This design comes from an exercise in tuning for small area and a short achievable clock period on the open sky130 flow, not from production work.
Where RTL was checked, it was by simulation tests only, not by an equivalence proof against the original.
Function not checked in run 5: the RTL went through the layout flow alone.
In runs 1, 2, 4 and 5 the design's own scripts or RTL, not TritonCTS, make the clock network.
The clock input has no modelled driver; a real chip could not lean on it and would need a root buffer or a full tree.
No activity file was given, so power comes from the tool's default toggle rates.

File: flow/config.mk
export PLATFORM = sky130hd
export DESIGN_NAME = cnn_top_with_pool
export DESIGN_NICKNAME = cnn_top_with_pool
export VERILOG_FILES = /design/flow/design.v
export SDC_FILE = /design/flow/constraint.sdc
export NUM_CORES = 4
export LEC_CHECK = 0
export ABC_CLOCK_PERIOD_IN_PS = 1600
export CAP_MARGIN = 20
export CORE_MARGIN = 2
export CORE_UTILIZATION = 60
export SETUP_SLACK_MARGIN = 2.6
export SLEW_MARGIN = 20
export SYNTH_HIERARCHICAL = 1
File: flow/constraint.sdc
create_clock -name core_clock -period 4.0 [get_ports {clk}]
set_input_delay 0.8000 -clock core_clock [delete_from_list [all_inputs] [get_ports {clk}]]
set_output_delay 0.8000 -clock core_clock [all_outputs]
set_load 0.01 [all_outputs]
File: flow/design.v
module linebuffer_3x3 #
(
    parameter DATA_W = 8,
    parameter IMG_W  = 8      
)
(
    input  wire                     clk,
    input  wire                     rst,
    input  wire                     in_valid,
    input  wire signed [DATA_W-1:0] pixel_in,
    output reg                      out_valid,
    output reg signed [DATA_W-1:0]  p00, p01, p02,
    output reg signed [DATA_W-1:0]  p10, p11, p12,
    output reg signed [DATA_W-1:0]  p20, p21, p22
);
    reg signed [DATA_W-1:0] line1 [0:IMG_W-1];
    reg signed [DATA_W-1:0] line2 [0:IMG_W-1];
    integer i;
    reg [15:0] col;  
    always @(posedge clk) begin
        if (rst) begin
            for (i=0; i<IMG_W; i=i+1) begin
                line1[i] <= 0;
                line2[i] <= 0;
            end
            col <= 0;
            out_valid <= 0;
            p00 <= 0; p01 <= 0; p02 <= 0;
            p10 <= 0; p11 <= 0; p12 <= 0;
            p20 <= 0; p21 <= 0; p22 <= 0;
        end
        else if (in_valid) begin
            line2[col] <= line1[col];
            line1[col] <= pixel_in;
            if (col >= 2) begin
                p00 <= line2[col-2];
                p01 <= line2[col-1];
                p02 <= line2[col];
                p10 <= line1[col-2];
                p11 <= line1[col-1];
                p12 <= line1[col];
                p20 <= 0;  
                p21 <= 0;
                p22 <= 0;
                out_valid <= 1'b1;
            end else begin
                out_valid <= 1'b0;
            end
            if (col == IMG_W-1)
                col <= 0;
            else
                col <= col + 1;
        end else begin
            out_valid <= 0;
        end
    end
endmodule
module conv3x3_single_ch #
(
    parameter DATA_W = 8,
    parameter FRAC   = 4,
    parameter W00=0,parameter W01=0,parameter W02=0,
    parameter W10=0,parameter W11=0,parameter W12=0,
    parameter W20=0,parameter W21=0,parameter W22=0,
    parameter BIAS=0
)
(
    input  wire                     clk,
    input  wire                     rst,
    input  wire                     in_valid,
    input  wire signed [DATA_W-1:0] p00,p01,p02,p10,p11,p12,p20,p21,p22,
    output reg  signed [DATA_W-1:0] out_data,
    output reg                      out_valid
);
    reg signed [DATA_W+12:0] acc;
    reg signed [DATA_W+7:0]  prod;
    always @(posedge clk) begin
        if (rst) begin
            out_valid<=0; out_data<=0;
        end else if (in_valid) begin
            acc=0;
            prod=p00*W00; acc=acc+prod;
            prod=p01*W01; acc=acc+prod;
            prod=p02*W02; acc=acc+prod;
            prod=p10*W10; acc=acc+prod;
            prod=p11*W11; acc=acc+prod;
            prod=p12*W12; acc=acc+prod;
            prod=p20*W20; acc=acc+prod;
            prod=p21*W21; acc=acc+prod;
            prod=p22*W22; acc=acc+prod;
            acc=acc+(BIAS<<<FRAC);
            out_data<=acc>>>FRAC;
            out_valid<=1;
        end else
            out_valid<=0;
    end
endmodule
module batchnorm_scale_shift #
(
    parameter DATA_W = 8,
    parameter FRAC   = 4,
    parameter GAMMA  = (1<<FRAC),  
    parameter BETA   = 0           
)
(
    input  wire                     clk,
    input  wire                     rst,
    input  wire signed [DATA_W-1:0] in_data,
    input  wire                     in_valid,
    output reg  signed [DATA_W-1:0] out_data,
    output reg                      out_valid
);
    reg signed [DATA_W+7:0] mult, res;
    always @(posedge clk) begin
        if (rst) begin
            out_data  <= 0;
            out_valid <= 0;
        end else begin
            if (in_valid) begin
                mult = in_data * GAMMA;
                res  = (mult >>> FRAC) + BETA;
                out_data <= res[DATA_W-1:0];
                out_valid <= 1'b1;
            end else
                out_valid <= 1'b0;
        end
    end
endmodule
module leaky_relu #
(
    parameter DATA_W = 8,
    parameter FRAC   = 4,
    parameter A_NUM  = 1,
    parameter A_DEN  = 4
)
(
    input  wire                     clk,
    input  wire                     rst,
    input  wire signed [DATA_W-1:0] in_data,
    input  wire                     in_valid,
    output reg  signed [DATA_W-1:0] out_data,
    output reg                      out_valid
);
    reg signed [DATA_W+7:0] prod;
    reg signed [DATA_W+7:0] scaled;    
    always @(posedge clk) begin
        if (rst) begin
            out_data  <= 0;
            out_valid <= 0;
        end
        else begin
            if (in_valid) begin
                if (in_data[DATA_W-1] == 1'b0) begin
                    out_data <= in_data;
                end
                else begin
                    prod = in_data * A_NUM;
                    if (A_DEN == 1)
                        scaled = prod;
                    else if (A_DEN == 2)
                        scaled = prod >>> 1;
                    else if (A_DEN == 4)
                        scaled = prod >>> 2;
                    else
                        scaled = prod / A_DEN;
                    out_data <= scaled[DATA_W-1:0];
                end
                out_valid <= 1'b1;
            end
            else begin
                out_valid <= 1'b0;
            end
        end
    end
endmodule
module linebuffer_2x2 #
(
    parameter DATA_W = 8,
    parameter IMG_W  = 8
)
(
    input  wire                     clk,
    input  wire                     rst,
    input  wire                     in_valid,
    input  wire signed [DATA_W-1:0] pixel_in,
    output reg                      out_valid,
    output reg signed [DATA_W-1:0]  p00, p01,
    output reg signed [DATA_W-1:0]  p10, p11
);
    reg signed [DATA_W-1:0] linebuf [0:IMG_W-1];
    integer i;
    reg [15:0] col;
    reg row_valid;
    always @(posedge clk) begin
        if (rst) begin
            col <= 0;
            out_valid <= 0;
            for (i=0;i<IMG_W;i=i+1)
                linebuf[i] <= 0;
        end else if (in_valid) begin
            if (col < IMG_W)
                col <= col + 1;
            else
                col <= 1;
            if (row_valid && col >= 2) begin
                p00 <= linebuf[col-2];
                p01 <= linebuf[col-1];
                p10 <= pixel_in;
                p11 <= pixel_in;  
                out_valid <= 1;
            end else begin
                out_valid <= 0;
            end
            linebuf[col-1] <= pixel_in;
        end else begin
            out_valid <= 0;
        end
    end
    always @(posedge clk) begin
        if (rst)
            row_valid <= 0;
        else if (in_valid && col == IMG_W)
            row_valid <= 1;
    end
endmodule
module maxpool2x2 #
(
    parameter DATA_W = 8
)
(
    input  wire                     clk,
    input  wire                     rst,
    input  wire                     in_valid,
    input  wire signed [DATA_W-1:0] p00,
    input  wire signed [DATA_W-1:0] p01,
    input  wire signed [DATA_W-1:0] p10,
    input  wire signed [DATA_W-1:0] p11,
    output reg  signed [DATA_W-1:0] out_data,
    output reg                      out_valid
);
    reg signed [DATA_W-1:0] max1;
    reg signed [DATA_W-1:0] max2;
    always @(posedge clk) begin
        if (rst) begin
            out_valid <= 1'b0;
            out_data  <= {DATA_W{1'b0}};
            max1 <= {DATA_W{1'b0}};
            max2 <= {DATA_W{1'b0}};
        end else begin
            if (in_valid) begin
                if (p00 > p01) max1 <= p00;
                else           max1 <= p01;
                if (p10 > p11) max2 <= p10;
                else           max2 <= p11;
                if ( (p00 > p01 ? p00 : p01) > (p10 > p11 ? p10 : p11) )
                    out_data <= (p00 > p01 ? p00 : p01);
                else
                    out_data <= (p10 > p11 ? p10 : p11);
                out_valid <= 1'b1;
            end else begin
                out_valid <= 1'b0;
            end
        end
    end
endmodule
module cnn_s1_y (
    input  wire [7:0] px, x1,
    output wire [4:0] yl,
    output wire [3:0] yh
);
    function [5:0] add5;
        input [4:0] a, b;
        input       ci;
        reg   [4:0] g, p;
        reg         c1, c2, c3, c4, c5;
        begin
            g  = a & b;
            p  = a ^ b;
            c1 = g[0] | (p[0] & ci);
            c2 = g[1] | (p[1] & g[0]) | (p[1] & p[0] & ci);
            c3 = g[2] | (p[2] & g[1]) | (p[2] & p[1] & g[0]) | (p[2] & p[1] & p[0] & ci);
            c4 = g[3] | (p[3] & g[2]) | (p[3] & p[2] & g[1]) | (p[3] & p[2] & p[1] & g[0])
               | (p[3] & p[2] & p[1] & p[0] & ci);
            c5 = g[4] | (p[4] & g[3]) | (p[4] & p[3] & g[2]) | (p[4] & p[3] & p[2] & g[1])
               | (p[4] & p[3] & p[2] & p[1] & g[0]) | (p[4] & p[3] & p[2] & p[1] & p[0] & ci);
            add5 = {c5, p ^ {c4, c3, c2, c1, ci}};
        end
    endfunction
    wire [5:0] ys = add5({1'b0, px[3:0]}, {1'b0, x1[3:0]}, 1'b0);
    wire [5:0] yt = add5({1'b0, px[7:4]}, {1'b0, x1[7:4]}, 1'b0);
    assign yl = ys[4:0];
    assign yh = yt[3:0];
endmodule
module cnn_s1_a (
    input  wire [7:0] x1, x2,
    output wire [4:0] al,
    output wire [3:0] ah
);
    function [5:0] add5;
        input [4:0] a, b;
        input       ci;
        reg   [4:0] g, p;
        reg         c1, c2, c3, c4, c5;
        begin
            g  = a & b;
            p  = a ^ b;
            c1 = g[0] | (p[0] & ci);
            c2 = g[1] | (p[1] & g[0]) | (p[1] & p[0] & ci);
            c3 = g[2] | (p[2] & g[1]) | (p[2] & p[1] & g[0]) | (p[2] & p[1] & p[0] & ci);
            c4 = g[3] | (p[3] & g[2]) | (p[3] & p[2] & g[1]) | (p[3] & p[2] & p[1] & g[0])
               | (p[3] & p[2] & p[1] & p[0] & ci);
            c5 = g[4] | (p[4] & g[3]) | (p[4] & p[3] & g[2]) | (p[4] & p[3] & p[2] & g[1])
               | (p[4] & p[3] & p[2] & p[1] & g[0]) | (p[4] & p[3] & p[2] & p[1] & p[0] & ci);
            add5 = {c5, p ^ {c4, c3, c2, c1, ci}};
        end
    endfunction
    wire [5:0] as = add5({1'b0, x1[1:0], 2'b00}, ~{1'b0, x2[3:0]}, 1'b1);
    wire [5:0] at = add5({1'b0, x1[5:2]}, ~{1'b0, x2[7:4]}, 1'b1);
    assign al = as[4:0];
    assign ah = at[3:0];
endmodule
module cnn_s2_y (
    input  wire [4:0] yl1,
    input  wire [3:0] yh1,
    output wire [7:0] y
);
    function [5:0] add5;
        input [4:0] a, b;
        input       ci;
        reg   [4:0] g, p;
        reg         c1, c2, c3, c4, c5;
        begin
            g  = a & b;
            p  = a ^ b;
            c1 = g[0] | (p[0] & ci);
            c2 = g[1] | (p[1] & g[0]) | (p[1] & p[0] & ci);
            c3 = g[2] | (p[2] & g[1]) | (p[2] & p[1] & g[0]) | (p[2] & p[1] & p[0] & ci);
            c4 = g[3] | (p[3] & g[2]) | (p[3] & p[2] & g[1]) | (p[3] & p[2] & p[1] & g[0])
               | (p[3] & p[2] & p[1] & p[0] & ci);
            c5 = g[4] | (p[4] & g[3]) | (p[4] & p[3] & g[2]) | (p[4] & p[3] & p[2] & g[1])
               | (p[4] & p[3] & p[2] & p[1] & g[0]) | (p[4] & p[3] & p[2] & p[1] & p[0] & ci);
            add5 = {c5, p ^ {c4, c3, c2, c1, ci}};
        end
    endfunction
    wire [5:0] yt = add5({1'b0, yh1}, 5'd0, yl1[4]);
    assign y = {yt[3:0], yl1[3:0]};
endmodule
module cnn_s2_cl (
    input  wire [3:0] al,
    input  wire [3:0] yold,
    output wire [4:0] cl
);
    function [5:0] add5;
        input [4:0] a, b;
        input       ci;
        reg   [4:0] g, p;
        reg         c1, c2, c3, c4, c5;
        begin
            g  = a & b;
            p  = a ^ b;
            c1 = g[0] | (p[0] & ci);
            c2 = g[1] | (p[1] & g[0]) | (p[1] & p[0] & ci);
            c3 = g[2] | (p[2] & g[1]) | (p[2] & p[1] & g[0]) | (p[2] & p[1] & p[0] & ci);
            c4 = g[3] | (p[3] & g[2]) | (p[3] & p[2] & g[1]) | (p[3] & p[2] & p[1] & g[0])
               | (p[3] & p[2] & p[1] & p[0] & ci);
            c5 = g[4] | (p[4] & g[3]) | (p[4] & p[3] & g[2]) | (p[4] & p[3] & p[2] & g[1])
               | (p[4] & p[3] & p[2] & p[1] & g[0]) | (p[4] & p[3] & p[2] & p[1] & p[0] & ci);
            add5 = {c5, p ^ {c4, c3, c2, c1, ci}};
        end
    endfunction
    wire [5:0] d = add5({1'b0, al}, ~{1'b0, yold}, 1'b1);
    assign cl = d[4:0];
endmodule
module cnn_s2_ch (
    input  wire [3:0] ah,
    input  wire [3:0] yold,
    input  wire       ab,
    output wire [3:0] ch
);
    function [5:0] add5;
        input [4:0] a, b;
        input       ci;
        reg   [4:0] g, p;
        reg         c1, c2, c3, c4, c5;
        begin
            g  = a & b;
            p  = a ^ b;
            c1 = g[0] | (p[0] & ci);
            c2 = g[1] | (p[1] & g[0]) | (p[1] & p[0] & ci);
            c3 = g[2] | (p[2] & g[1]) | (p[2] & p[1] & g[0]) | (p[2] & p[1] & p[0] & ci);
            c4 = g[3] | (p[3] & g[2]) | (p[3] & p[2] & g[1]) | (p[3] & p[2] & p[1] & g[0])
               | (p[3] & p[2] & p[1] & p[0] & ci);
            c5 = g[4] | (p[4] & g[3]) | (p[4] & p[3] & g[2]) | (p[4] & p[3] & p[2] & g[1])
               | (p[4] & p[3] & p[2] & p[1] & g[0]) | (p[4] & p[3] & p[2] & p[1] & p[0] & ci);
            add5 = {c5, p ^ {c4, c3, c2, c1, ci}};
        end
    endfunction
    wire [5:0] d = add5({1'b0, ah}, ~{1'b0, yold}, ~ab);
    assign ch = d[3:0];
endmodule
module cnn_s3_logic (
    input  wire [4:0] cl2,
    input  wire [3:0] ch2,
    output wire [3:0] bl,
    output wire [1:0] bc,
    output wire [3:0] bh
);
    function [5:0] add5;
        input [4:0] a, b;
        input       ci;
        reg   [4:0] g, p;
        reg         c1, c2, c3, c4, c5;
        begin
            g  = a & b;
            p  = a ^ b;
            c1 = g[0] | (p[0] & ci);
            c2 = g[1] | (p[1] & g[0]) | (p[1] & p[0] & ci);
            c3 = g[2] | (p[2] & g[1]) | (p[2] & p[1] & g[0]) | (p[2] & p[1] & p[0] & ci);
            c4 = g[3] | (p[3] & g[2]) | (p[3] & p[2] & g[1]) | (p[3] & p[2] & p[1] & g[0])
               | (p[3] & p[2] & p[1] & p[0] & ci);
            c5 = g[4] | (p[4] & g[3]) | (p[4] & p[3] & g[2]) | (p[4] & p[3] & p[2] & g[1])
               | (p[4] & p[3] & p[2] & p[1] & g[0]) | (p[4] & p[3] & p[2] & p[1] & p[0] & ci);
            add5 = {c5, p ^ {c4, c3, c2, c1, ci}};
        end
    endfunction
    wire [3:0] chm = ch2 - 4'd1;
    wire [3:0] hs0 = ch2 + {ch2[3], ch2[3:1]};
    wire [3:0] hs1 = chm + {chm[3], chm[3:1]};
    wire       c4  = ch2[0] ^ cl2[4];
    wire [3:0] ta  = cl2[3:0];
    wire [3:0] tb  = {c4, cl2[3:1]};
    wire [3:0] sv  = ta ^ tb ^ 4'b0100;
    wire [3:0] cv  = (ta & tb) | ((ta | tb) & 4'b0100);
    wire [5:0] blo = add5({1'b0, sv}, {cv, 1'b0}, 1'b0);
    assign bl = blo[3:0];
    assign bc = blo[5:4];
    assign bh = cl2[4] ? hs1 : hs0;
endmodule
module cnn_s4_logic (
    input  wire [3:0] bl3,
    input  wire [1:0] bc3,
    input  wire [3:0] bh3,
    output wire [7:0] b
);
    function [5:0] add5;
        input [4:0] a, b;
        input       ci;
        reg   [4:0] g, p;
        reg         c1, c2, c3, c4, c5;
        begin
            g  = a & b;
            p  = a ^ b;
            c1 = g[0] | (p[0] & ci);
            c2 = g[1] | (p[1] & g[0]) | (p[1] & p[0] & ci);
            c3 = g[2] | (p[2] & g[1]) | (p[2] & p[1] & g[0]) | (p[2] & p[1] & p[0] & ci);
            c4 = g[3] | (p[3] & g[2]) | (p[3] & p[2] & g[1]) | (p[3] & p[2] & p[1] & g[0])
               | (p[3] & p[2] & p[1] & p[0] & ci);
            c5 = g[4] | (p[4] & g[3]) | (p[4] & p[3] & g[2]) | (p[4] & p[3] & p[2] & g[1])
               | (p[4] & p[3] & p[2] & p[1] & g[0]) | (p[4] & p[3] & p[2] & p[1] & p[0] & ci);
            add5 = {c5, p ^ {c4, c3, c2, c1, ci}};
        end
    endfunction
    wire [5:0] bt = add5({1'b0, bh3}, {3'b000, bc3}, 1'b0);
    assign b = {bt[3:0], bl3};
endmodule
module cnn_gt8 (
    input  wire [7:0] a, b,
    output wire       gt
);
    wire [7:0] ua = {~a[7], a[6:0]};
    wire [7:0] ub = {~b[7], b[6:0]};
    wire [7:0] g0 = ua & ~ub;
    wire [7:0] e0 = ~(ua ^ ub);
    wire [3:0] g1 = {g0[7] | (e0[7] & g0[6]), g0[5] | (e0[5] & g0[4]),
                     g0[3] | (e0[3] & g0[2]), g0[1] | (e0[1] & g0[0])};
    wire [3:0] e1 = {e0[7] & e0[6], e0[5] & e0[4], e0[3] & e0[2], e0[1] & e0[0]};
    wire [1:0] g2 = {g1[3] | (e1[3] & g1[2]), g1[1] | (e1[1] & g1[0])};
    wire       e2 = e1[3] & e1[2];
    assign gt = g2[1] | (e2 & g2[0]);
endmodule
module cnn_top_with_pool #
(
    parameter DATA_W = 8,
    parameter FRAC   = 4,
    parameter IMG_W  = 32
)
(
    input  wire                     clk,
    input  wire                     rst,
    input  wire                     in_valid,
    input  wire signed [DATA_W-1:0] pixel_in,
    output reg                      out_valid,
    output reg signed [DATA_W-1:0]  out_data
);
    integer i;
    function [7:0] relu;
        input [7:0] b;
        relu = b[7] ? {b[7], b[7], b[7:2]} : b;
    endfunction
    reg  [7:0] p0;
    reg        v0;            
    reg        rs0;           
    always @(posedge clk) begin
        p0  <= pixel_in;
        rs0 <= rst;
        if (rst) v0 <= 1'b0;
        else     v0 <= in_valid;
    end
    reg  [4:0] col;           
    reg        row1;          
    reg  [7:0] x1, x2;        
    reg  [4:0] yl1;           
    reg  [3:0] yh1;           
    reg  [4:0] al1;           
    reg  [3:0] ah1;           
    reg        fe1;           
    reg        mw1;           
    wire [4:0] yl_n, al_n;
    wire [3:0] yh_n, ah_n;
    cnn_s1_y s1y (.px(p0), .x1(x1), .yl(yl_n), .yh(yh_n));
    cnn_s1_a s1a (.x1(x1), .x2(x2), .al(al_n), .ah(ah_n));
    always @(posedge clk) begin
        if (rs0) begin
            col  <= 5'd0;
            row1 <= 1'b0;
        end else if (v0) begin
            col <= col + 5'd1;
            if (&col) row1 <= 1'b1;
        end
        if (rst) fe1 <= 1'b0;
        else     fe1 <= v0 & (|col[4:1]);
        mw1 <= row1 | (&col);
        if (v0) begin
            x1 <= p0;
            x2 <= x1;
        end
        yl1 <= yl_n;
        yh1 <= yh_n;
        al1 <= al_n;
        ah1 <= ah_n;
    end
    reg  [7:0] yl [0:29];     
    reg  [4:0] cl2;           
    reg  [3:0] ch2;           
    reg        fe2;
    wire [7:0] y1;
    wire [4:0] cl_n;
    wire [3:0] ch_n;
    cnn_s2_y  s2y (.yl1(yl1), .yh1(yh1), .y(y1));
    cnn_s2_cl s2l (.al(al1[3:0]), .yold(yl[29][3:0]), .cl(cl_n));
    cnn_s2_ch s2h (.ah(ah1), .yold(yl[29][7:4]), .ab(al1[4]), .ch(ch_n));
    always @(posedge clk) begin
        if (fe1) begin
            yl[0] <= y1;
            for (i = 1; i < 29; i = i + 1)
                yl[i] <= yl[i-1];
        end
        if (rs0)      yl[29] <= 8'd0;
        else if (fe1) yl[29] <= yl[28] & {8{mw1}};
        cl2 <= cl_n;
        ch2 <= ch_n;
        if (rst) fe2 <= 1'b0;
        else     fe2 <= fe1;
    end
    reg  [3:0] bl3;           
    reg  [1:0] bc3;           
    reg  [3:0] bh3;           
    reg        fe3;
    wire [3:0] bl_n, bh_n;
    wire [1:0] bc_n;
    cnn_s3_logic s3 (.cl2(cl2), .ch2(ch2), .bl(bl_n), .bc(bc_n), .bh(bh_n));
    always @(posedge clk) begin
        bl3 <= bl_n;
        bc3 <= bc_n;
        bh3 <= bh_n;
        if (rst) fe3 <= 1'b0;
        else     fe3 <= fe2;
    end
    reg  signed [7:0] f4;     
    reg        fe4;
    wire [7:0] f_n;
    cnn_s4_logic s4 (.bl3(bl3), .bc3(bc3), .bh3(bh3), .b(f_n));
    always @(posedge clk) begin
        f4 <= f_n;
        if (rst) fe4 <= 1'b0;
        else     fe4 <= fe3;
    end
    reg  signed [7:0] fl [0:31];     
    reg  signed [7:0] f5;
    reg        c29, c30;      
    reg        cr5;           
    reg        sl5;           
    reg        fe5;
    wire       c29_n, c30_n, c31_n, cf_n;
    wire       merge = sl5 ? c29 : c30;     
    cnn_gt8 g29 (.a(f4), .b(fl[29]), .gt(c29_n));
    cnn_gt8 g30 (.a(f4), .b(fl[30]), .gt(c30_n));
    cnn_gt8 g31 (.a(f4), .b(fl[31]), .gt(c31_n));
    cnn_gt8 gf5 (.a(f4), .b(f5),     .gt(cf_n));
    always @(posedge clk) begin
        f5  <= f4;
        c29 <= c29_n;
        c30 <= c30_n;
        cr5 <= fe5 ? (merge ? cf_n : c30_n) : c31_n;
        if (rst) begin
            fe5 <= 1'b0;
            sl5 <= 1'b0;
        end else begin
            fe5 <= fe4;
            sl5 <= fe5;
        end
    end
    reg  [4:0] d;             
    reg        any;           
    reg        row2;          
    reg        res;           
    always @(posedge clk) begin
        if (rs0) begin
            d    <= 5'd31;
            any  <= 1'b0;
            row2 <= 1'b0;
            res  <= 1'b0;
        end else if (fe5) begin
            d    <= d + 5'd1;
            any  <= 1'b1;
            if (any && (&d)) row2 <= 1'b1;
            res  <= ~(&d) & (row2 | (any & (&d)));
        end
        if (fe5) begin
            fl[0] <= f5;
            for (i = 1; i < 31; i = i + 1)
                fl[i] <= fl[i-1];
            fl[31] <= merge ? f5 : fl[30];
        end
        out_data <= relu(cr5 ? f5 : fl[31]);
        if (rst) out_valid <= 1'b0;
        else     out_valid <= fe5 & res;
    end
endmodule
File: flow/flow/run.sh
#!/bin/bash
# The standard layout (standard.sh), with two changes:
#  - synthesis leaves the adders to ABC instead of mapping them onto the
#    library's half- and full-adder cells (ADDER_MAP_FILE empty);
#  - clock tree synthesis adds no dummy loads, and flow/cts_hook.tcl then
#    drives TritonCTS's leaf buffers straight from four roots on the clock port,
#    removing the H-tree buffers in between, and makes roots and leaves
#    inverters.
# make's output goes to standard_make.log; each ORFS step logs under orfs/logs.
set -euo pipefail
here=$(pwd)
bash standard.sh ADDER_MAP_FILE= \
  "CTS_ARGS=-sink_clustering_enable -repair_clock_nets -dont_use_dummy_load -sink_clustering_size 30 -sink_clustering_max_diameter 60" \
  "PRE_CTS_TCL=$here/flow/cts_hook.tcl" \
  finish > standard_make.log 2>&1
File: flow/flow/cts_hook.tcl
# Run before ORFS's clock tree synthesis. Wraps clock_tree_synthesis so that,
# once TritonCTS has built its tree, the intermediate H-tree buffers are
# removed: the leaves are driven straight from four roots on the clock port,
# each placed at the centre of the leaves it drives (the leaves split into
# two halves by x, each half into two by y). Roots and leaves become
# inverters (clkinv_16 and clkinv_8), two in series on every path, so each
# flip-flop still sees the clock's rising edge.
set ::my_cts_roots 4
set ::my_cts_inv 1
set ::my_cts_inv_root sky130_fd_sc_hd__clkinv_16
set ::my_cts_inv_leaf sky130_fd_sc_hd__clkinv_8

rename clock_tree_synthesis my_tritoncts
proc clock_tree_synthesis { args } {
  my_tritoncts {*}$args
  my_flatten_clock_tree
}

proc my_flatten_clock_tree { } {
  set block [ord::get_db_block]
  set db [ord::get_db]
  set port_net [$block findNet clk]
  set master [$db findMaster sky130_fd_sc_hd__clkbuf_16]

  # clock buffers: instances whose master name has clkbuf and whose A pin is on a clock net
  set bufs {}
  foreach inst [$block getInsts] {
    set m [[$inst getMaster] getName]
    if { [string match "sky130_fd_sc_hd__clkbuf_*" $m] } {
      set a [$inst findITerm A]
      set x [$inst findITerm X]
      if { $a eq "NULL" || $x eq "NULL" } { continue }
      set an [$a getNet]
      set xn [$x getNet]
      if { $an eq "NULL" || $xn eq "NULL" } { continue }
      if { [$an getSigType] ne "CLOCK" && $an ne $port_net } { continue }
      lappend bufs $inst
    }
  }
  # leaves: buffers whose output drives anything that is not a clock buffer
  set leaves {}
  set inner {}
  foreach inst $bufs {
    set xn [[$inst findITerm X] getNet]
    set leaf 0
    foreach it [$xn getITerms] {
      if { [$it isOutputSignal] } { continue }
      set li [$it getInst]
      if { [lsearch -exact $bufs $li] < 0 } { set leaf 1; break }
    }
    if { $leaf } { lappend leaves $inst } else { lappend inner $inst }
  }
  puts "my_flatten_clock_tree: [llength $bufs] clock buffers, [llength $leaves] leaves, [llength $inner] inner"
  if { [llength $leaves] < 2 } { return }
  # a leaf buffer must not also drive other clock buffers
  foreach inst $leaves {
    foreach it [[[$inst findITerm X] getNet] getITerms] {
      if { [$it isOutputSignal] } { continue }
      if { [lsearch -exact $bufs [$it getInst]] >= 0 } {
        puts "my_flatten_clock_tree: leaf [$inst getName] drives a clock buffer, tree left as built"
        return
      }
    }
  }
  # nothing but the inner buffers may sit on the port net
  foreach it [$port_net getITerms] {
    if { [lsearch -exact $inner [$it getInst]] < 0 } {
      puts "my_flatten_clock_tree: port net drives [[$it getInst] getName], tree left as built"
      return
    }
  }
  # remove the inner buffers and their nets
  foreach inst $inner {
    set xn [[$inst findITerm X] getNet]
    foreach it [$xn getITerms] { $it disconnect }
    [$inst findITerm A] disconnect
    odb::dbInst_destroy $inst
    if { $xn ne $port_net } { odb::dbNet_destroy $xn }
  }
  # group the leaves into my_cts_roots groups of equal size: split by x
  # into two halves, then each half by y
  set pts {}
  foreach inst $leaves {
    set loc [$inst getLocation]
    lappend pts [list [lindex $loc 0] [lindex $loc 1] $inst]
  }
  set pts [lsort -integer -index 0 $pts]
  set n [llength $pts]
  set half [expr { $n / 2 }]
  set groups {}
  foreach part [list [lrange $pts 0 [expr { $half - 1 }]] [lrange $pts $half end]] {
    set part [lsort -integer -index 1 $part]
    set m [llength $part]
    set per [expr { $::my_cts_roots / 2 }]
    for { set g 0 } { $g < $per } { incr g } {
      lappend groups [lrange $part [expr { $g * $m / $per }] [expr { ($g + 1) * $m / $per - 1 }]]
    }
  }
  set k [llength $groups]
  set rmaster $master
  set rout X
  if { $::my_cts_inv } {
    # two levels of inverters in place of two levels of buffers
    set rmaster [$db findMaster $::my_cts_inv_root]
    set rout Y
    set imaster [$db findMaster $::my_cts_inv_leaf]
    set newpts {}
    foreach p $pts {
      set inst [lindex $p 2]
      set an [[$inst findITerm A] getNet]
      set xn [[$inst findITerm X] getNet]
      set nm [$inst getName]
      [$inst findITerm A] disconnect
      [$inst findITerm X] disconnect
      odb::dbInst_destroy $inst
      set ni [odb::dbInst_create $block $imaster $nm]
      if { $an ne "NULL" } { [$ni findITerm A] connect $an }
      [$ni findITerm Y] connect $xn
      $ni setLocation [lindex $p 0] [lindex $p 1]
      $ni setPlacementStatus PLACED
      lappend newpts [list [lindex $p 0] [lindex $p 1] $ni]
    }
    set map {}
    foreach p $pts q $newpts { dict set map [lindex $p 2] [lindex $q 2] }
    set ng {}
    foreach grp $groups {
      set l {}
      foreach p $grp { lappend l [list [lindex $p 0] [lindex $p 1] [dict get $map [lindex $p 2]]] }
      lappend ng $l
    }
    set groups $ng
  }
  set g 0
  foreach grp $groups {
    set sx 0; set sy 0
    foreach p $grp { incr sx [lindex $p 0]; incr sy [lindex $p 1] }
    set cx [expr { $sx / [llength $grp] }]
    set cy [expr { $sy / [llength $grp] }]
    set rb [odb::dbInst_create $block $rmaster "clkbuf_root_${g}_clk"]
    set rn [odb::dbNet_create $block "clknet_root_${g}_clk"]
    $rn setSigType CLOCK
    [$rb findITerm A] connect $port_net
    [$rb findITerm $rout] connect $rn
    $rb setLocation $cx $cy
    $rb setPlacementStatus PLACED
    foreach p $grp { [[lindex $p 2] findITerm A] connect $rn }
    incr g
  }
  puts "my_flatten_clock_tree: [llength $leaves] leaves now driven by $k root buffers"
}
File: flow/standard.sh
#!/bin/bash
# synth_recipe.tcl (not shown) runs the flow's synth.tcl, then flattens the netlist and writes it again
# the make line also repeats each setting of config.mk as NAME=value (left out here)
make -C /OpenROAD-flow-scripts/flow DESIGN_CONFIG=/design/flow/config.mk WORK_HOME=/design/flow/orfs CLKGATE_MAP_FILE= SYNTH_SCRIPT=/design/flow/synth_recipe.tcl "${@:-finish}"
==> summary.txt, run 1 <==
status=finished clean; Max IR drop VDD=0.327 mV; RSZ-0062 raised after global routing=yes; pwr/cell area=488 nW/um2; Routed Antenna Nets=0; commonest non-fill, non-tap cell in the layout=edfxtp_1; FF+latch count, synth=608; Final Setup Violations=0; Die Area=34,500 um2; Slew @ Worst Pin=487 ps; Ports=20; critical path class=reg2out; core area=32,500 um2; Setup crit end kind=output pin; Post-synth EDFFs=504; Slowest-stage cell, CP=dfxtp_2; Global Route Usage Sum=0.153; Rel. slew slack=0.675; die width=186 um; drc violations=0; most frequent cells in the layout=edfxtp_1, dfxtp_1, xnor2_1; Buf/Inv on CP=1; DR vias=7,792; Nets=1,052; initial antenna violation count=0; Die Y=186 um; initial core utilization=0.609; commonest register cell after synthesis=edfxtp_1; Syn Nets=979; Ys Warns=18; Layout area overhead=8.79%; Slew Limit Fails=0; Largest stage delay, worst path=320 ps; Arr. time, crit path=660 ps; DR pass1 iterations=4; fin crit period=1460 ps; port bufs=19; row count=66; Final Util=0.663; first-pass GRT wire length=40,500 um; post-synthesis sequential area ratio=0.869; clock skew=47.9 ps; count of different cell masters after synthesis=60; Req. time, crit path=3200 ps; Hold/Removal Path Class=reg2reg; critical path, cell by cell=buf_6; Synth area leaders=edfxtp_1, dfxtp_1, xnor2_1, maj3_2, xor2_1; drt wl/cell=17.6 um; Synth area leader=edfxtp_1; Vias/cell=5.26; Hold Vio Cnt, Final=0; Final GP Congestion=0.804; worst-path maximum fanout=1; Async SR Flop Fraction=0; Max Cap Violations=0; layout cells sized above 1=0.155; Mean Syn Cell Area=20.5 um2; setup_tns=0 ps; Synth top area share=0.764; Initial DRC Count=441; n_diodes=0; period utilisation layout=0.365; Max Fclk=685 MHz; static leakage=0.00698 uW; Syn Inst Count=968; grt total ovfl=0; clk latency of the worst-skew pair=250 ps; largest net degree at the start of global routing=103; HPWL Detailed=13,900 um; vias in the first global route=7,768; Startpoint Class=register; Final Routed Wirelength=26,000 um; CTS clk-pin slew, worst paths=80 ps; Clock Sinks=608; crit-path leading delay family=flip-flops; post-synthesis instance area=19,800 um2
per-stage QoR:
stage	power (uW)	std cells	setup WS (ps)	hold slack [ps]	cell area, um2
5_1_grt	11000	1481	2500	342	21600
2_1_floorplan	7930	968	1080	377	19900
3_5_place_dp	8190	1415	2180	312	20600
6_report	10500	1481	2540	327	21600
3_3_place_gp	8150	1415	2230	313	20600
4_1_cts	10600	1469	2510	328	21400
final cells by class:
| cell class | count | area, um2 |
|---|---|---|
| fill | 2171 | 11000 |
| sequential | 608 | 17200 |
| multi-input combinational | 307 | 2400 |
| tap | 442 | 553 |
| timing repair buffer | 54 | 597 |
| inverter | 70 | 769 |
synthesized netlist by cell type, types with 5 or more instances:
library cell  instances
mux2i_1              12
nand2_1              17
buf_2                 5
maj3_2               16
nor2_1               28
edfxtp_1            504
nor2b_1              23
inv_1                33
xor2_1               17
nor2b_4               6
nand2b_1             22
mux2_2                8
xnor2_1              50
dfxtp_1             104
o221ai_2              6
a211oi_1              5
a21oi_1              20
buf_4                 9
o211ai_1              5
sequential cells by signal, indices dropped and copies added, names as in the netlist, 2 cells and up:
signal	cells
x1	8
cl2	5
bh3	4
out_data	8
al1	5
x2	8
bl3	4
bc3	2
fl	256
col	5
ah1	4
yl	240
yh1	4
d	5
p0	8
ch2	4
f5	8
yl1	5
f4	8
worst paths after layout:
check,startpoint,endpoint,slack [ps],depth (start not counted)
worst max-delay path,out_data[4],out_data[4],2540,1
worst min-delay path,bl3[2],f4[2],330,0
worst max register to register,x2[4],ah1[3],2590,4
worst min register to register,bl3[2],f4[2],330,0
per-module statistics from Yosys (local to each module, per instance):
| module | cells | cell area [um2] |
|---|---|---|
| cnn_gt8 | 20 | 155 |
| cnn_s2_cl | 24 | 174 |
| cnn_s4_logic | 14 | 105 |
| cnn_s1_y | 25 | 201 |
| cnn_s1_a | 25 | 189 |
| cnn_s2_y | 11 | 80.1 |
| cnn_s3_logic | 36 | 234 |
| cnn_s2_ch | 27 | 208 |
| cnn_top_with_pool | 726 | 18000 |
worst reg2reg max path, delay by kind of cell (launching register included):
family | cells | cell delay [ps]
flip-flops | 1 | 400
adder cells (fa/ha/maj) | 2 | 630
XOR/XNOR | 1 | 130
AND/OR/NAND/NOR | 1 | 140
power by group:
part | internal (uW) | switching (uW)
logic | 453 | 326
registers | 7010 | 289
clock network | 397 | 2040
total | 7860 | 2650
metal layers:
| layer | track usage | up-vias | part of all wire |
|---|---|---|---|
| li1 | - | 3720 | - |
| met1 | 0.208 | 3932 | 0.47 |
| met2 | 0.248 | 86 | 0.48 |
| met3 | 0.0346 | 54 | 0.032 |
| met4 | 0.0488 | 0 | 0.027 |
| met5 | 0 | - | 0 |
logic make-up (layout without fill, tap and decap cells):
kind of cell             after synthesis  count (layout)  share of synthesized area
AO/OA/AOI/OAI                         77              77                     0.0296
multiplexers                          21              21                     0.0117
flip-flops                           608             608                      0.869
XOR/XNOR                              69              69                     0.0313
AND/OR/NAND/NOR                      123             123                     0.0366
adder cells (fa/ha/maj)               17              17                    0.00960
buffers and inverters                 53             124                     0.0125
repair_timing:
item	CTS	global route
cloned	2	1
gates resized for setup	53	6
pin swaps	2	2
hold buffers	0	0
endpoints found under the setup margin	463	118
buffers inserted	16	11
==> run 2, diff against run 1 <==
--- a/flow/config.mk
+++ b/flow/config.mk
@@ -10,5 +10,5 @@
 export CORE_MARGIN = 2
 export CORE_UTILIZATION = 60
-export SETUP_SLACK_MARGIN = 2.6
+export SETUP_SLACK_MARGIN = 2.55
 export SLEW_MARGIN = 20
 export SYNTH_HIERARCHICAL = 1
==> summary.txt, run 2 <==
status=finished clean; largest net degree at the start of global routing=103; Final Setup Violations=0; clk latency of the worst-skew pair=250 ps; port bufs=19; reg2reg setup slack=2580 ps; Startpoint Class=register; Slowest-stage cell, CP=dfxtp_2; Post-synth EDFFs=504; Ys Warns=18; Die Area=34,500 um2; Max Cap Violations=0; critical path class=reg2out; Setup crit end kind=output pin; first-pass GRT wire length=40,000 um; count of different cell masters after synthesis=60; Mean Syn Cell Area=20.5 um2; Slew @ Worst Pin=487 ps; RSZ-0062 raised after global routing=yes; Syn Nets=979; Synth area leader=edfxtp_1; setup_tns=0 ps; HPWL Detailed=13,900 um; Die Y=186 um; Clk network pwr share=0.232; most frequent cell after synthesis=edfxtp_1; DR vias=7,750; Req. time, crit path=3200 ps; layout cells sized above 1=0.148; Rel. slew slack=0.675; clock skew=46.1 ps; FF+latch count, synth=608; die width=186 um; dpl cells=1,415; post-synthesis sequential area ratio=0.869; n_diodes=0; post-synthesis instance area=19,800 um2; WP depth=1; commonest non-fill, non-tap cell in the layout=edfxtp_1; R2R cell count=4; pwr/cell area=488 nW/um2; Buf/Inv on CP=1; Arr. time, crit path=670 ps; Final GP Congestion=0.804; fin cells=1,471; DR pass1 iterations=4; initial antenna violation count=0; Layout area overhead=8.35%; worst-path maximum fanout=1; Max Fclk=682 MHz; critical path, cell by cell=clkbuf_2; Async SR Flop Fraction=0; logic gate share of total power=0.072; drt wl/cell=17.6 um; critical path endpoint=out_data[4]; Int Pwr=7840 uW; cts hold-fix bufs=0; row count=66; Nets=1,042; CTS clk-pin slew, worst paths=80 ps; Synth area leaders=edfxtp_1, dfxtp_1, xnor2_1, maj3_2, xor2_1; Hold/Removal Path Class=reg2reg; Final Routed Wirelength=25,900 um; Clock Sinks=608; Ports=20; switching pwr=2640 uW; Reg with most FFs=fl; Flop pwr share=0.696; Max IR drop VDD=0.325 mV; Global Route Usage Sum=0.151; commonest register cell after synthesis=edfxtp_1; Syn Inst Count=968; Initial DRC Count=403; Largest register FFs=256; grt total ovfl=0; Worst R2R End=ah1[3]; Synth top area share=0.764; Routed Antenna Nets=0; Slew Limit Fails=0; Synth top cells by count=edfxtp_1, dfxtp_1, xnor2_1, inv_1, nor2_1; vias in the first global route=7,704; R2R Path Start=x2[4]; initial core utilization=0.609; crit-path leading delay family=flip-flops; Vias/cell=5.27; Hold Vio Cnt, Final=0; Largest stage delay, worst path=320 ps; static leakage=0.00692 uW; largest registers=fl (256), yl (240); core area=32,500 um2; crit path from=out_data[4]; fin crit period=1470 ps; switching portion of total power=0.252; period utilisation layout=0.367; most frequent cells in the layout=edfxtp_1, dfxtp_1, xnor2_1; drc violations=0
[run 2: per-module statistics from Yosys, one instance, submodules excluded]
module	cells inside	times used	flops+latches	area, um2
cnn_gt8	20	4	0	155
cnn_s1_a	25	1	0	189
cnn_s1_y	25	1	0	201
cnn_s2_ch	27	1	0	208
cnn_s2_cl	24	1	0	174
cnn_s2_y	11	1	0	80.1
cnn_s3_logic	36	1	0	234
cnn_s4_logic	14	1	0	105
cnn_top_with_pool	726	1	608	18000
[run 2: how the worst min path moves through the flow]
stage,start,endpoint,depth (start not counted)
5_1_grt,yl1[2],yl[0][2],0
3_3_place_gp,bl3[3],f4[3],0
3_5_place_dp,bl3[2],f4[2],0
2_1_floorplan,f4[0],f5[0],0
4_1_cts,bl3[2],f4[2],0
6_report,bl3[2],f4[2],0
[run 2: logic make-up (layout without fill, tap and decap cells)]
group / Yosys count / count (layout) / synth area share
flip-flops: 608 / 608 / 0.869
AND/OR/NAND/NOR: 123 / 123 / 0.0366
AO/OA/AOI/OAI: 77 / 77 / 0.0296
XOR/XNOR: 69 / 69 / 0.0313
buffers and inverters: 53 / 114 / 0.0125
multiplexers: 21 / 21 / 0.0117
adder cells (fa/ha/maj): 17 / 17 / 0.00960
[run 2: what timing repair did]
item | 4_1_cts | 5_1_grt
buffers inserted | 9 | 7
resized for setup | 45 | 12
cloned | 1 | 3
setup endpoints to repair | 456 | 113
pin swaps | 0 | 1
[run 2: stage by stage]
step / total power (uW) / area, um2 / util / setup WS, ps / hold slack, ps
finish: 10500 / 21500 / 0.660 / 2530 / 328
global route: 11000 / 21500 / 0.660 / 2490 / 344
CTS: 10600 / 21300 / 0.655 / 2380 / 330
detailed placement: 8190 / 20600 / 0.632 / 2180 / 312
global placement: 8150 / 20600 / 0.632 / 2230 / 313
floorplan: 7930 / 19900 / - / 1080 / 377
[run 2: final cells by class]
class	instances	area, um2
fill	2166	11100
inverter	70	769
multi-input combinational	307	2400
sequential	608	17200
tap	442	553
timing repair buffer	44	509
[run 2: power groups by stage]
stage / registers, uW / logic [uW] / clock network [uW]
floorplan: 7340 / 595 / 0
global placement: 7420 / 730 / 0
detailed placement: 7440 / 749 / 0
CTS: 7300 / 754 / 2570
global route: 7330 / 831 / 2820
finish: 7300 / 760 / 2430
[run 2: routing by layer]
metal	track usage	wire length, um
met5	0	0
met4	0.0488	732
met3	0.0346	841
met2	0.244	12400
met1	0.205	12000
==> run 3, diff against run 2 <==
--- a/flow/config.mk
+++ b/flow/config.mk
@@ -9,6 +9,6 @@
 export CAP_MARGIN = 20
 export CORE_MARGIN = 2
-export CORE_UTILIZATION = 60
-export SETUP_SLACK_MARGIN = 2.55
+export CORE_UTILIZATION = 80
+export SETUP_SLACK_MARGIN = 2.6
 export SLEW_MARGIN = 20
 export SYNTH_HIERARCHICAL = 1
==> summary.txt, run 3 <==
status=did not finish; Stop stage=global routing (5_1_grt); Log Error=[ERROR DPL-0033] detailed placement checks failed during check placement.; Synth area leader=edfxtp_1; Clock Sinks=608; dpl cells=1,299; initial core utilization=0.815; Worst EP post-GRT repair=cr5$_DFF_P_/D; Die Y=161 um; port bufs=19; Async SR Flop Fraction=0; die width=161 um; most frequent cell after synthesis=edfxtp_1; Mean Syn Cell Area=20.5 um2; cts hold-fix bufs=0; count of different cell masters after synthesis=60; Final GP Congestion=0.833; Syn Nets=979; FF+latch count, synth=608; largest net degree at the start of global routing=72; HPWL Detailed=17,900 um; dpl cell area=20,400 um2; TritonCTS buffer count=30; Ports=20; post-synthesis sequential area ratio=0.869; Synth area leaders=edfxtp_1, dfxtp_1, xnor2_1, maj3_2, xor2_1; row count=57; worst endpoint type=register input; commonest register cell after synthesis=edfxtp_1; Synth top area share=0.764; initial antenna violation count=0; post-synthesis instance area=19,800 um2; Post-synth EDFFs=504; Synth top cells by count=edfxtp_1, dfxtp_1, xnor2_1, inv_1, nor2_1; Syn Inst Count=968; Ys Warns=18
## run 3: cell counts after synthesis
No cell type changed its count.
## run 3: modules after synthesis, one instance, submodules excluded
module,cells inside,copies in the design,flip-flops and latches
cnn_s2_ch,27,1,0
cnn_s1_y,25,1,0
cnn_s4_logic,14,1,0
cnn_top_with_pool,726,1,608
cnn_s2_y,11,1,0
cnn_gt8,20,4,0
cnn_s2_cl,24,1,0
cnn_s1_a,25,1,0
cnn_s3_logic,36,1,0
## run 3: cell families after synthesis
| group | Yosys count | share of synthesized area |
|---|---|---|
| flip-flops | 608 | 0.869 |
| XOR/XNOR | 69 | 0.0313 |
| AO/OA/AOI/OAI | 77 | 0.0296 |
| buffers and inverters | 53 | 0.0125 |
| adder cells (fa/ha/maj) | 17 | 0.00960 |
| AND/OR/NAND/NOR | 123 | 0.0366 |
| multiplexers | 21 | 0.0117 |
## run 3: repair_timing
item	in CTS
setup endpoints to repair	439
gates resized for setup	68
cloned	1
pin swaps	10
buffers inserted	19
## run 3: worst max path at each step
stage,slack [ps],cells after the start,startpoint,end
after global placement,2210,3,fe5,res
after floorplan,1080,5,fe5,d[4]
after CTS,2500,4,x1[3],ah1[3]
after detailed placement,2090,3,fe5,res
## run 3: power groups by stage
stage	combinational [uW]	sequential (uW)	clock [uW]
after floorplan	595	7340	0
after global placement	707	7410	0
after detailed placement	773	7450	0
after CTS	874	7360	2420
## run 3: through the flow
stage / utilization / total power [uW] / worst slack [ps]
after CTS: 0.875 / 10700 / 2500
after floorplan: - / 7930 / 1080
after global placement: 0.840 / 8120 / 2210
after detailed placement: 0.840 / 8220 / 2090
==> run 4, diff against run 3 <==
--- a/flow/config.mk
+++ b/flow/config.mk
@@ -9,5 +9,5 @@
 export CAP_MARGIN = 20
 export CORE_MARGIN = 2
-export CORE_UTILIZATION = 80
+export CORE_UTILIZATION = 70
 export SETUP_SLACK_MARGIN = 2.6
 export SLEW_MARGIN = 20
==> summary.txt, run 4 <==
Req. time, crit path=3200 ps; Final GP Congestion=0.810; clock skew=54.9 ps; switching portion of total power=0.252; die width=172 um; WHS=328 ps; fin crit period=1450 ps; Initial DRC Count=688; period utilisation layout=0.363; Async SR Flop Fraction=0; critical path, cell by cell=buf_6; Ports=20; Nets=1,048; setup_tns=0 ps; Hold/Removal Path Class=reg2reg; status=finished clean; logic gate share of total power=0.075; Arr. time, crit path=650 ps; Slew Limit Fails=0; Setup crit end kind=output pin; Syn Inst Count=968; Die Y=172 um; Startpoint Class=register; Final Routed Wirelength=26,900 um; R2R cell count=4; first-pass GRT wire length=41,600 um; Synth top cells by count=edfxtp_1, dfxtp_1, xnor2_1, inv_1, nor2_1; most frequent cells in the layout=edfxtp_1, dfxtp_1, xnor2_1; largest net degree at the start of global routing=72; Routed Antenna Nets=0; initial antenna violation count=0; vias in the first global route=7,812; layout cells sized above 1=0.162; R2R Path Start=x2[4]; post-synthesis instance area=19,800 um2; Die Area=29,700 um2; commonest non-fill, non-tap cell in the layout=edfxtp_1; Slowest-stage cell, CP=dfxtp_2; RSZ-0062 raised after global routing=yes; HPWL Detailed=13,800 um; dpl cell area=20,500 um2; reg2reg setup slack=2570 ps; critical path class=reg2out; Ys Warns=18; row count=61; Hold Vio Cnt, Final=0; Mean Syn Cell Area=20.5 um2; Clk network pwr share=0.230; count of different cell masters after synthesis=60; DR vias=7,808; post-synthesis sequential area ratio=0.869; n_diodes=0; Post-synth EDFFs=504; Largest register FFs=256; Final Util=0.770; switching pwr=2650 uW; Vias/cell=5.53; FF+latch count, synth=608; Global Route Usage Sum=0.186; largest registers=fl (256), yl (240); crit path from=out_valid; Int Pwr=7870 uW; WP depth=1; crit-path leading delay family=flip-flops; Final Setup Violations=0; Max IR drop VDD=0.337 mV; Synth area leaders=edfxtp_1, dfxtp_1, xnor2_1, maj3_2, xor2_1; grt total ovfl=0; DR pass1 iterations=5; drt wl/cell=19.0 um; drc violations=0; Rel. slew slack=0.671; commonest register cell after synthesis=edfxtp_1; Max Cap Violations=0; static leakage=0.00696 uW; CTS clk-pin slew, worst paths=80 ps; port bufs=19; core area=27,900 um2; worst-path maximum fanout=1; fin area=21,400 um2; Largest stage delay, worst path=330 ps; most frequent cell after synthesis=edfxtp_1; Clock Sinks=608; pwr/cell area=490 nW/um2; Synth top area share=0.764; cts hold-fix bufs=0; Worst R2R End=ah1[3]; Flop pwr share=0.695; Synth area leader=edfxtp_1; Max Fclk=689 MHz; Layout area overhead=8.23%; Slew @ Worst Pin=492 ps; initial core utilization=0.711; Buf/Inv on CP=1; critical path endpoint=out_valid; Reg with most FFs=fl; Syn Nets=979; clk latency of the worst-skew pair=230 ps
==> run 4: cell counts after synthesis <==
Identical to the previous run, type by type.
==> run 4: timing repair <==
item                                   in CTS  in global routing
pin swaps                                   3                  3
setup endpoints to repair                 468                 76
endpoints found under the hold margin       0                  0
cloned                                      1                  0
resized for setup                          59                 21
setup buffers                              18                  5
==> run 4: cells by family after synthesis <==
| kind of cell | after synthesis | synth area share |
|---|---|---|
| flip-flops | 608 | 0.869 |
| AND/OR/NAND/NOR | 123 | 0.0366 |
| AO/OA/AOI/OAI | 77 | 0.0296 |
| XOR/XNOR | 69 | 0.0313 |
| buffers and inverters | 53 | 0.0125 |
| multiplexers | 21 | 0.0117 |
| adder cells (fa/ha/maj) | 17 | 0.00960 |
==> run 4: area by class of cell <==
class                      count  area [um2]
sequential                   608       17300
fill                        1503        6410
multi-input combinational    307        2410
inverter                      69         753
timing repair buffer          51         553
tap                          378         473
==> run 4: metrics by stage <==
| stage | setup slack [ps] | power, uW | instances |
|---|---|---|---|
| after floorplan | 1080 | 7930 | 968 |
| after global placement | 2070 | 8150 | 1354 |
| after detailed placement | 1970 | 8180 | 1354 |
| after CTS | 2540 | 10600 | 1408 |
| after global routing | 2490 | 11000 | 1413 |
| final | 2550 | 10500 | 1413 |
==> run 4: per-layer routing <==
layer	part of all wire	track usage	up-vias	wire, um
met4	0.026	0.0570	0	709
li1	-	-	3712	-
met2	0.49	0.308	127	13200
met1	0.45	0.258	3922	12000
met5	0	0	-	0
met3	0.034	0.0359	47	904
==> run 4: worst min-delay path by stage <==
| stage | slack, ps | to | cells after the start | start |
|---|---|---|---|---|
| after floorplan | 380 | f5[0] | 0 | f4[0] |
| after global placement | 310 | f4[0] | 0 | bl3[0] |
| after detailed placement | 310 | f4[2] | 0 | bl3[2] |
| after CTS | 330 | f4[2] | 0 | bl3[2] |
| after global routing | 330 | f4[2] | 0 | bl3[2] |
| final | 330 | f4[2] | 0 | bl3[2] |
==> run 4: Yosys stat by module, one instance, submodules excluded, excerpt <==
module             flops+latches  cells
cnn_top_with_pool            608    726
cnn_s3_logic                   0     36
cnn_s2_ch                      0     27
cnn_s1_y                       0     25
cnn_s1_a                       0     25
cnn_gt8                        0     20
cnn_s4_logic                   0     14
cnn_s2_y                       0     11
==> run 4: power groups by stage <==
stage                     clock network [uW]  registers, uW  logic, uW
after floorplan                            0           7340        595
after global placement                     0           7430        719
after detailed placement                   0           7440        740
after CTS                               2520           7300        760
after global routing                    2730           7350        866
final                                   2420           7310        785
==> run 5, diff against run 4 <==
--- a/flow/design.v
+++ b/flow/design.v
@@ -266,34 +266,5 @@
 module cnn_s1_y (
     input  wire [7:0] px, x1,
-    output wire [4:0] yl,
-    output wire [3:0] yh
-);
-    function [5:0] add5;
-        input [4:0] a, b;
-        input       ci;
-        reg   [4:0] g, p;
-        reg         c1, c2, c3, c4, c5;
-        begin
-            g  = a & b;
-            p  = a ^ b;
-            c1 = g[0] | (p[0] & ci);
-            c2 = g[1] | (p[1] & g[0]) | (p[1] & p[0] & ci);
-            c3 = g[2] | (p[2] & g[1]) | (p[2] & p[1] & g[0]) | (p[2] & p[1] & p[0] & ci);
-            c4 = g[3] | (p[3] & g[2]) | (p[3] & p[2] & g[1]) | (p[3] & p[2] & p[1] & g[0])
-               | (p[3] & p[2] & p[1] & p[0] & ci);
-            c5 = g[4] | (p[4] & g[3]) | (p[4] & p[3] & g[2]) | (p[4] & p[3] & p[2] & g[1])
-               | (p[4] & p[3] & p[2] & p[1] & g[0]) | (p[4] & p[3] & p[2] & p[1] & p[0] & ci);
-            add5 = {c5, p ^ {c4, c3, c2, c1, ci}};
-        end
-    endfunction
-    wire [5:0] ys = add5({1'b0, px[3:0]}, {1'b0, x1[3:0]}, 1'b0);
-    wire [5:0] yt = add5({1'b0, px[7:4]}, {1'b0, x1[7:4]}, 1'b0);
-    assign yl = ys[4:0];
-    assign yh = yt[3:0];
-endmodule
-module cnn_s1_a (
-    input  wire [7:0] x1, x2,
-    output wire [4:0] al,
-    output wire [3:0] ah
+    output wire [7:0] y
 );
     function [5:0] add5;
@@ -315,13 +286,12 @@
         end
     endfunction
-    wire [5:0] as = add5({1'b0, x1[1:0], 2'b00}, ~{1'b0, x2[3:0]}, 1'b1);
-    wire [5:0] at = add5({1'b0, x1[5:2]}, ~{1'b0, x2[7:4]}, 1'b1);
-    assign al = as[4:0];
-    assign ah = at[3:0];
+    wire [5:0] lo  = add5({1'b0, px[3:0]}, {1'b0, x1[3:0]}, 1'b0);
+    wire [5:0] hi0 = add5({1'b0, px[7:4]}, {1'b0, x1[7:4]}, 1'b0);
+    wire [5:0] hi1 = add5({1'b0, px[7:4]}, {1'b0, x1[7:4]}, 1'b1);
+    assign y = {lo[4] ? hi1[3:0] : hi0[3:0], lo[3:0]};
 endmodule
-module cnn_s2_y (
-    input  wire [4:0] yl1,
-    input  wire [3:0] yh1,
-    output wire [7:0] y
+module cnn_s1_t (
+    input  wire [7:0] px, x1,
+    output wire [7:0] t
 );
     function [5:0] add5;
@@ -343,9 +313,11 @@
         end
     endfunction
-    wire [5:0] yt = add5({1'b0, yh1}, 5'd0, yl1[4]);
-    assign y = {yt[3:0], yl1[3:0]};
+    wire [5:0] lo  = add5({1'b0, px[1:0], 2'b00}, ~{1'b0, x1[3:0]}, 1'b1);
+    wire [5:0] hi0 = add5({1'b0, px[5:2]}, ~{1'b0, x1[7:4]}, 1'b0);
+    wire [5:0] hi1 = add5({1'b0, px[5:2]}, ~{1'b0, x1[7:4]}, 1'b1);
+    assign t = {lo[4] ? hi0[3:0] : hi1[3:0], lo[3:0]};     
 endmodule
-module cnn_s2_cl (
-    input  wire [3:0] al,
+module cnn_s1_cl (
+    input  wire [3:0] t,
     input  wire [3:0] yold,
     output wire [4:0] cl
@@ -369,11 +341,10 @@
         end
     endfunction
-    wire [5:0] d = add5({1'b0, al}, ~{1'b0, yold}, 1'b1);
+    wire [5:0] d = add5({1'b0, t}, ~{1'b0, yold}, 1'b1);
     assign cl = d[4:0];
 endmodule
-module cnn_s2_ch (
-    input  wire [3:0] ah,
+module cnn_s1_ch (
+    input  wire [3:0] t,
     input  wire [3:0] yold,
-    input  wire       ab,
     output wire [3:0] ch
 );
@@ -396,5 +367,5 @@
         end
     endfunction
-    wire [5:0] d = add5({1'b0, ah}, ~{1'b0, yold}, ~ab);
+    wire [5:0] d = add5({1'b0, t}, ~{1'b0, yold}, 1'b1);
     assign ch = d[3:0];
 endmodule
@@ -509,15 +480,19 @@
     reg  [4:0] col;           
     reg        row1;          
-    reg  [7:0] x1, x2;        
-    reg  [4:0] yl1;           
-    reg  [3:0] yh1;           
-    reg  [4:0] al1;           
-    reg  [3:0] ah1;           
-    reg        fe1;           
-    reg        mw1;           
-    wire [4:0] yl_n, al_n;
-    wire [3:0] yh_n, ah_n;
-    cnn_s1_y s1y (.px(p0), .x1(x1), .yl(yl_n), .yh(yh_n));
-    cnn_s1_a s1a (.x1(x1), .x2(x2), .al(al_n), .ah(ah_n));
+    reg  [7:0] x1;            
+    reg  [7:0] t;             
+    reg  [7:0] yl [0:29];     
+    reg  [4:0] cl2;           
+    reg  [3:0] ch2;           
+    reg        fe2;           
+    wire       feat = v0 & (|col[4:1]);
+    wire       mw   = row1 | (&col);    
+    wire [7:0] y_n, t_n;
+    wire [4:0] cl_n;
+    wire [3:0] ch_n;
+    cnn_s1_y  s1y (.px(p0), .x1(x1), .y(y_n));
+    cnn_s1_t  s1t (.px(p0), .x1(x1), .t(t_n));
+    cnn_s1_cl s1l (.t(t[3:0]), .yold(yl[29][3:0]), .cl(cl_n));
+    cnn_s1_ch s1h (.t(t[7:4]), .yold(yl[29][7:4]), .ch(ch_n));
     always @(posedge clk) begin
         if (rs0) begin
@@ -528,38 +503,19 @@
             if (&col) row1 <= 1'b1;
         end
-        if (rst) fe1 <= 1'b0;
-        else     fe1 <= v0 & (|col[4:1]);
-        mw1 <= row1 | (&col);
         if (v0) begin
             x1 <= p0;
-            x2 <= x1;
+            t  <= t_n;
         end
-        yl1 <= yl_n;
-        yh1 <= yh_n;
-        al1 <= al_n;
-        ah1 <= ah_n;
-    end
-    reg  [7:0] yl [0:29];     
-    reg  [4:0] cl2;           
-    reg  [3:0] ch2;           
-    reg        fe2;
-    wire [7:0] y1;
-    wire [4:0] cl_n;
-    wire [3:0] ch_n;
-    cnn_s2_y  s2y (.yl1(yl1), .yh1(yh1), .y(y1));
-    cnn_s2_cl s2l (.al(al1[3:0]), .yold(yl[29][3:0]), .cl(cl_n));
-    cnn_s2_ch s2h (.ah(ah1), .yold(yl[29][7:4]), .ab(al1[4]), .ch(ch_n));
-    always @(posedge clk) begin
-        if (fe1) begin
-            yl[0] <= y1;
+        if (feat) begin
+            yl[0] <= y_n;
             for (i = 1; i < 29; i = i + 1)
                 yl[i] <= yl[i-1];
         end
-        if (rs0)      yl[29] <= 8'd0;
-        else if (fe1) yl[29] <= yl[28] & {8{mw1}};
+        if (rs0)       yl[29] <= 8'd0;
+        else if (feat) yl[29] <= yl[28] & {8{mw}};
         cl2 <= cl_n;
         ch2 <= ch_n;
         if (rst) fe2 <= 1'b0;
-        else     fe2 <= fe1;
+        else     fe2 <= feat;
     end
     reg  [3:0] bl3;           
--- a/flow/config.mk
+++ b/flow/config.mk
@@ -9,5 +9,5 @@
 export CAP_MARGIN = 20
 export CORE_MARGIN = 2
-export CORE_UTILIZATION = 70
+export CORE_UTILIZATION = 60
 export SETUP_SLACK_MARGIN = 2.6
 export SLEW_MARGIN = 20
==> summary.txt, run 5 <==
static leakage=0.00707 uW; row count=65; Slew @ Worst Pin=500 ps; Hold Vio Cnt, Final=0; Die Y=184 um; Syn Nets=958; most frequent cell after synthesis=edfxtp_1; port bufs=19; drc violations=0; period utilisation layout=0.429; Synth top area share=0.780; grt total ovfl=0; setup_tns=0 ps; layout cells sized above 1=0.185; Initial DRC Count=547; CTS clk-pin slew, worst paths=90 ps; Layout area overhead=11.6%; Ports=20; Routed Antenna Nets=0; Hold/Removal Path Class=reg2reg; Arr. time, crit path=1670 ps; clock skew=59.1 ps; Reg with most FFs=fl; post-synthesis instance area=19,400 um2; vias in the first global route=8,004; core area=31,700 um2; commonest register cell after synthesis=edfxtp_1; first-pass GRT wire length=42,600 um; Rel. slew slack=0.666; Max Cap Violations=0; Nets=1,053; Synth top cells by count=edfxtp_1, dfxtp_1, inv_1, xnor2_1, nand2_1; Post-synth EDFFs=504; Slew Limit Fails=0; pre-CTS WS=1510 ps; status=finished clean; Power Total=9850 uW; Async SR Flop Fraction=0; RSZ-0062 raised after global routing=yes; initial antenna violation count=0; fin area=21,700 um2; fin crit period=1720 ps; Largest register FFs=256; fillers=2,008; Die Area=33,800 um2; critical path class=reg2reg; Syn Inst Count=947; most frequent cells in the layout=edfxtp_1, dfxtp_1, inv_1; Startpoint Class=register; Mean Syn Cell Area=20.5 um2; final worst setup slack=2280 ps; clk latency of the worst-skew pair=250 ps; Synth area leader=edfxtp_1; Max Fclk=582 MHz; Final Routed Wirelength=26,700 um; dpl cell area=20,100 um2; DR vias=7,801; worst-path maximum fanout=4; drt wl/cell=18.5 um; largest net degree at the start of global routing=59; Global Route Usage Sum=0.163; Final Setup Violations=0; die width=184 um; post-synthesis sequential area ratio=0.866; DR pass1 iterations=5; Max IR drop VDD=0.353 mV; commonest non-fill, non-tap cell in the layout=edfxtp_1; pwr/cell area=455 nW/um2; WHS=327 ps; Synth area leaders=edfxtp_1, dfxtp_1, xnor2_1, maj3_2, xor2_1; Ys Warns=17; Clock Sinks=588; FF+latch count, synth=588; count of different cell masters after synthesis=60; Final GP Congestion=0.763; cts hold-fix bufs=0; n_diodes=0; initial core utilization=0.612; largest registers=fl (256), yl (240); Vias/cell=5.41; HPWL Detailed=13,400 um; Req. time, crit path=3950 ps; Setup crit end kind=register
[run 5: cell types whose count changed in the layout (fill, tap and decap cells not counted), moves of 9 or more]
cell	change
nand3_1	+9
inv_1	+10
nor2_1	-11
dfxtp_1	-22
a21oi_2	-9
[run 5: kinds of logic after synthesis]
kind of cell	count (synthesis)	synth area share
DFF	588	0.866
buffers and inverters	61	0.0135
xor gates and xnor gates	64	0.0293
muxes	19	0.0105
AOI/OAI and AO/OA	80	0.0352
and+or+nand+nor	117	0.0349
adders and majority gates	18	0.0104
[run 5: final timing paths]
check | startpoint | cells after the start | to | slack [ps]
hold reg to reg | bl3[3] | 0 | f4[3] | 330
setup / recovery | x1[2] | 5 | yl[0][5] | 2280
setup reg to reg | x1[2] | 5 | yl[0][5] | 2280
hold / removal | bl3[3] | 0 | f4[3] | 330
[run 5: layout make-up]
type | count | area, um2 | area share
Tap cell | 402 | 503 | 0.0232
Sequential cell | 588 | 16900 | 0.778
Multi-Input combinational cell | 298 | 2460 | 0.114
Inverter | 81 | 805 | 0.0371
Timing Repair Buffer | 73 | 1030 | 0.0476
[run 5: modules after synthesis (local to each module, per instance), excerpt]
module / area [um2] / times used / cells inside
cnn_s1_t: 289 / 1 / 36
cnn_s1_y: 255 / 1 / 33
cnn_gt8: 155 / 4 / 20
cnn_s1_ch: 105 / 1 / 12
cnn_s4_logic: 105 / 1 / 14
cnn_top_with_pool: 17600 / 1 / 712
[run 5: timing repair]
action                     4_1_cts  5_1_grt
gates resized for setup         85       24
hold endpoints to repair         0        0
cloned                          12        3
pin swaps                        9        4
setup buffers                   27        6
setup endpoints to repair      538      269
[run 5: metrics by stage]
step           std cells   util
6_report            1442  0.683
4_1_cts             1433  0.676
3_5_place_dp        1359  0.634
3_3_place_gp        1359  0.634
2_1_floorplan        947      -
5_1_grt             1442  0.683
[run 5: routing by layer]
layer,global-route usage,routed length [um],vias to the layer above
met1,0.231,12400,3948
met2,0.269,12900,101
met3,0.0246,750,39
met5,0,0,-
li1,-,-,3713
met4,0.0493,592,0
[run 5: where the power goes]
group          leakage, uW  switching, uW  internal, uW
registers          0.00524            180          6720
logic              0.00157            240           339
clock network     0.000259           1980           388
[run 5: critical path, stage by stage, from the launching register on]
cell and delay [ps]:
edfxtp_1 470, nor2_2 210, o311ai_2 140, and2_4 160, maj3_2 300, xor2_1 140

[re-timing with driven ports]
How much do the figures lean on ideal ports? The routed layouts below were timed once more, with nothing changed but the port constraints.
Step 1, drivers: a clkbuf_16 drives clk and a buf_2 each remaining input, both assumed.
Step 2 adds t to the input delays and takes it off the output delays; t is the mean of the earliest and latest rising clock arrival at the registers after step 1. Input paths then give back, and output paths get back, about the clock's delay inside the block.
a / b / c = ideal / step 1 / step 2; a / b = the first two.
run	t (ns)	setup slack, ns	clock arrival spread, ns	worst slew at a driven data input, ns	pins driven straight from the clock port
run 1	0.465	2.539 / 2.299 / 2.457	0.051 / 0.054	0.04	4
run 2	0.465	2.534 / 2.293 / 2.446	0.049 / 0.051	0.04	4
run 4	0.446	2.548 / 2.307 / 2.514	0.061 / 0.064	0.04	4
run 5	0.454	2.283 / 2.271 / 2.282	0.061 / 0.063	0.03	4
After both steps every run listed still meets setup and hold. The setup slack of run 2, which loses most, moves by -0.241 ns with the drivers and by -0.088 ns with both steps.
